Context: an optimization exercise on an open-source flow, tuned for small area. The choices shown serve that exercise and are no tape-out recipe.
RTL that was checked went through simulation tests only; none was proved equivalent to the original.
Power and IR drop assume default switching activity.

Setup of fjord:
==> flow/design.v (excerpt) <==
module b15(BE_n, Address, W_R_n, D_C_n, M_IO_n, ADS_n, Datai, Datao, CLOCK, NA_n, BS16_n, READY_n, HOLD, RESET);
==> flow/config.mk <==
export PLATFORM = sky130hd
export DESIGN_NAME = b15
export DESIGN_NICKNAME = b15
export VERILOG_FILES = /design/flow/design.v
export SDC_FILE = /design/flow/constraint.sdc
export NUM_CORES = 4
export LEC_CHECK = 0
export CAP_MARGIN = 5
export CORE_MARGIN = 2
export CORE_UTILIZATION = 75
export PLACE_DENSITY = 0.85
export SLEW_MARGIN = 5
==> flow/constraint.sdc <==
create_clock -name core_clock -period 10.0 [get_ports {CLOCK}]
set_input_delay 2.0000 -clock core_clock [delete_from_list [all_inputs] [get_ports {CLOCK}]]
set_output_delay 2.0000 -clock core_clock [all_outputs]
set_load 0.01 [all_outputs]
standard.sh (not shown) runs the stock make flow with config.mk's settings and CLKGATE_MAP_FILE= SYNTH_SCRIPT=/design/flow/synth_recipe.tcl, a recipe that flattens the netlist after the stock synthesis.
==> flow/flow/run.sh <==
#!/bin/bash
set -euo pipefail
export BUFFER_PORTS_ARGS="-buffer_cell sky130_fd_sc_hd__buf_1"
export CTS_ARGS="-sink_clustering_enable -repair_clock_nets -dont_use_dummy_load -buf_list sky130_fd_sc_hd__clkbuf_8 -sink_clustering_size 16 -sink_clustering_max_diameter 50"
bash standard.sh > standard.log 2>&1
The following lists how amber was set up differently from fjord:
--- a/flow/design.v
+++ b/flow/design.v
@@ -69,18 +69,18 @@
 input [31:0] Datai;
 output reg [3:0] BE_n;
 output [31:0] Address;
 output reg W_R_n;
 output reg D_C_n;
 output reg M_IO_n;
 output reg ADS_n;
 output [31:0] Datao;
-localparam [2:0] StateInit = 3'd0, StateTi = 3'd1, StateT1 = 3'd2, StateT1P = 3'd3,
-                 StateT2 = 3'd4, StateTh = 3'd5, StateT2P = 3'd6, StateT2I = 3'd7;
+localparam [2:0] StateInit = 3'd0, StateTi = 3'd1, StateT1 = 3'd2, StateT2 = 3'd3,
+                 StateT1P = 3'd4, StateTh = 3'd5, StateT2P = 3'd6, StateT2I = 3'd7;
 localparam [3:0] Si = 4'd0, S1 = 4'd1, S2 = 4'd2, S3 = 4'd3, S4 = 4'd4,
                  S5 = 4'd5, S6 = 4'd6, S7 = 4'd7, S8 = 4'd8, S9 = 4'd9;
 reg [29:0] Addr;           
 reg [30:0] Dout;           
 assign Address = {2'b00, Addr};
 assign Datao = {1'b0, Dout};
 reg [2:0] State;
 reg [3:0] State2;
@@ -181,17 +181,17 @@
     2'd3: ByteEnable <= 4'b0111;
   endcase
 end
 wire [7:0] T [0:7];
 wire [7:0] R [0:4];
 genvar gi;
 generate
   for (gi = 0; gi < 8; gi = gi + 1) begin : g_t
-    if (gi < 2) begin : g3
+    if (gi < 3) begin : g3
       assign T[gi] = Rd[3] ? (Rd[2] ? Q[gi + 12] : Q[gi + 8])
                            : (Rd[2] ? Q[gi + 4]  : Q[gi]);
     end else if (gi < 7) begin : g2
       assign T[gi] = Rd[3] ? Q[gi + 8] : (Rd[2] ? Q[gi + 4] : Q[gi]);
     end else begin : g1    
       assign T[gi] = Rd[2] ? Q[gi + 4] : Q[gi];
     end
   end
Notes after the runs:
- amber: PASS, flow complete, no timing, DRC or antenna violations
- amber reports its slowest cell on the critical path as sky130_fd_sc_hd__dfrtp_4 while fjord reports sky130_fd_sc_hd__inv_2.
- fjord -> amber: first-pass GRT wire length increased by a few percent
- Diff fjord -> amber: number of fill cells in the layout now smaller; overall routing resource usage higher.
- Between fjord and amber, the difference in compound-cell area share of the yosys netlist is negligible.
- Reported for fjord and amber, total of cells resized after clock tree synthesis turned out identical to the last digit.
- Compared with fjord, in amber switching share of total power increased by 1.7 points relative to the old numbers; power share of the sequential group decreased by 0.9 points relative to the old numbers; relative max-transition margin decreased by 10 points relative to the old numbers; critical-path maximum fanout increased by 39% relative to the old numbers.
- Non-clock buffer count: amber > fjord
- Clock sink count: amber vs fjord identical
For fjord, only the layout was checked, not whether the RTL still works.

--- another note on this design; it stands on its own ---

xenon:
// b15
module b15(BE_n, Address, W_R_n, D_C_n, M_IO_n, ADS_n, Datai, Datao, CLOCK, NA_n, BS16_n, READY_n, HOLD, RESET);
Size: ~2600 cells after synthesis, about 110 I/O pins, about 26000 µm² of cells after synthesis.
Settings: LEC_CHECK=0, CAP_MARGIN=20, CORE_MARGIN=2, CORE_UTILIZATION=82, PLACE_DENSITY=0.9, SLEW_MARGIN=20; clock period 10.0 ns.
standard.sh (not shown) runs the stock make flow with config.mk's settings and CLKGATE_MAP_FILE= SYNTH_SCRIPT=/design/flow/synth_recipe.tcl, a recipe that flattens the netlist after the stock synthesis.
==> flow/flow/run.sh <==
#!/bin/bash
set -euo pipefail
export BUFFER_PORTS_ARGS="-buffer_cell sky130_fd_sc_hd__buf_1"
export CTS_ARGS="-sink_clustering_enable -repair_clock_nets -dont_use_dummy_load -buf_list sky130_fd_sc_hd__clkbuf_8 -sink_clustering_size 16 -sink_clustering_max_diameter 50"
bash standard.sh > standard.log 2>&1
--- input diff xenon..quartz ---
# xenon
export LEC_CHECK = 0
export CAP_MARGIN = 20
export CORE_MARGIN = 2
export CORE_UTILIZATION = 82
export PLACE_DENSITY = 0.9
export SLEW_MARGIN = 20
create_clock -name core_clock -period 10.0 [get_ports {CLOCK}]
# quartz
export LEC_CHECK = 0
export CAP_MARGIN = 20
export CORE_MARGIN = 2
export CORE_UTILIZATION = 75
export PLACE_DENSITY = 0.85
export SLEW_MARGIN = 20
create_clock -name core_clock -period 10.0 [get_ports {CLOCK}]
==> flow/flow/run.sh <==
#!/bin/bash
set -euo pipefail
export BUFFER_PORTS_ARGS="-buffer_cell sky130_fd_sc_hd__buf_1"
export CTS_ARGS="-sink_clustering_enable -repair_clock_nets -dont_use_dummy_load -buf_list {sky130_fd_sc_hd__clkbuf_4 sky130_fd_sc_hd__clkbuf_8} -sink_clustering_size 12 -sink_clustering_max_diameter 40"
bash standard.sh > standard.log 2>&1
[summary]
- Floorplan check, quartz vs xenon: die outline larger in quartz
- Between quartz and xenon, it is quartz whose shortest clock period the worst path allows after layout is lower, by 0.24 ns.
- quartz: overall via count from detail_route 1409 below xenon
Relative to quartz, the following input files were edited for onyx:
# quartz
export LEC_CHECK = 0
export CAP_MARGIN = 20
export CORE_MARGIN = 2
export CORE_UTILIZATION = 75
export PLACE_DENSITY = 0.85
export SLEW_MARGIN = 20
create_clock -name core_clock -period 10.0 [get_ports {CLOCK}]
# onyx
export LEC_CHECK = 0
export CAP_MARGIN = 20
export CORE_MARGIN = 2
export CORE_UTILIZATION = 75
export GPL_TIMING_DRIVEN = 0
export PLACE_DENSITY = 0.85
export SLEW_MARGIN = 20
create_clock -name core_clock -period 10.0 [get_ports {CLOCK}]
==> flow/flow/run.sh <==
#!/bin/bash
set -euo pipefail
export BUFFER_PORTS_ARGS="-buffer_cell sky130_fd_sc_hd__buf_1"
export CTS_ARGS="-sink_clustering_enable -repair_clock_nets -dont_use_dummy_load -buf_list sky130_fd_sc_hd__clkbuf_8 -sink_clustering_size 16 -sink_clustering_max_diameter 50"
bash standard.sh > standard.log 2>&1
==> comparison <==
onyx gives more final layout net count than quartz did.
Looking only at area of placed instances, and setting everything else aside, the higher value of quartz and onyx goes to onyx.
Cell with the biggest individual delay on the critical path = dfrtp_4: quartz; cell with the biggest individual delay on the critical path = dfrtp_2: onyx
onyx vs quartz — net switching power of the design climbed by a little under 10%

re-timing with driven ports:
Ports are ideal in the flow. The routed layouts listed here were re-timed in OpenROAD. Step 1, drivers: a clkbuf_16 drives CLOCK and a buf_2 each remaining input, both assumed. Step 2 also shifts input and output timing later by t, the mid clock arrival at the registers, as if the neighbouring blocks saw the same clock. a / b / c = no drivers / after step 1 / after step 2; a / b = the first two.
run | t, ns | setup slack, ns | worst setup path after step 2 | clock arrival spread, ns
fjord | 0.665 | 1.259 / 1.259 / 1.259 | register to register | 0.064 / 0.064
amber | 0.706 | 0.638 / 0.638 / 0.638 | register to register | 0.077 / 0.078
xenon | 0.640 | 0.518 / 0.518 / 0.518 | register to register | 0.076 / 0.076
quartz | 0.697 | 0.754 / 0.754 / 0.754 | register to register | 0.106 / 0.105
onyx | 0.627 | 0.438 / 0.438 / 0.438 | register to register | 0.084 / 0.084
After both steps setup and hold are still met in every run listed.
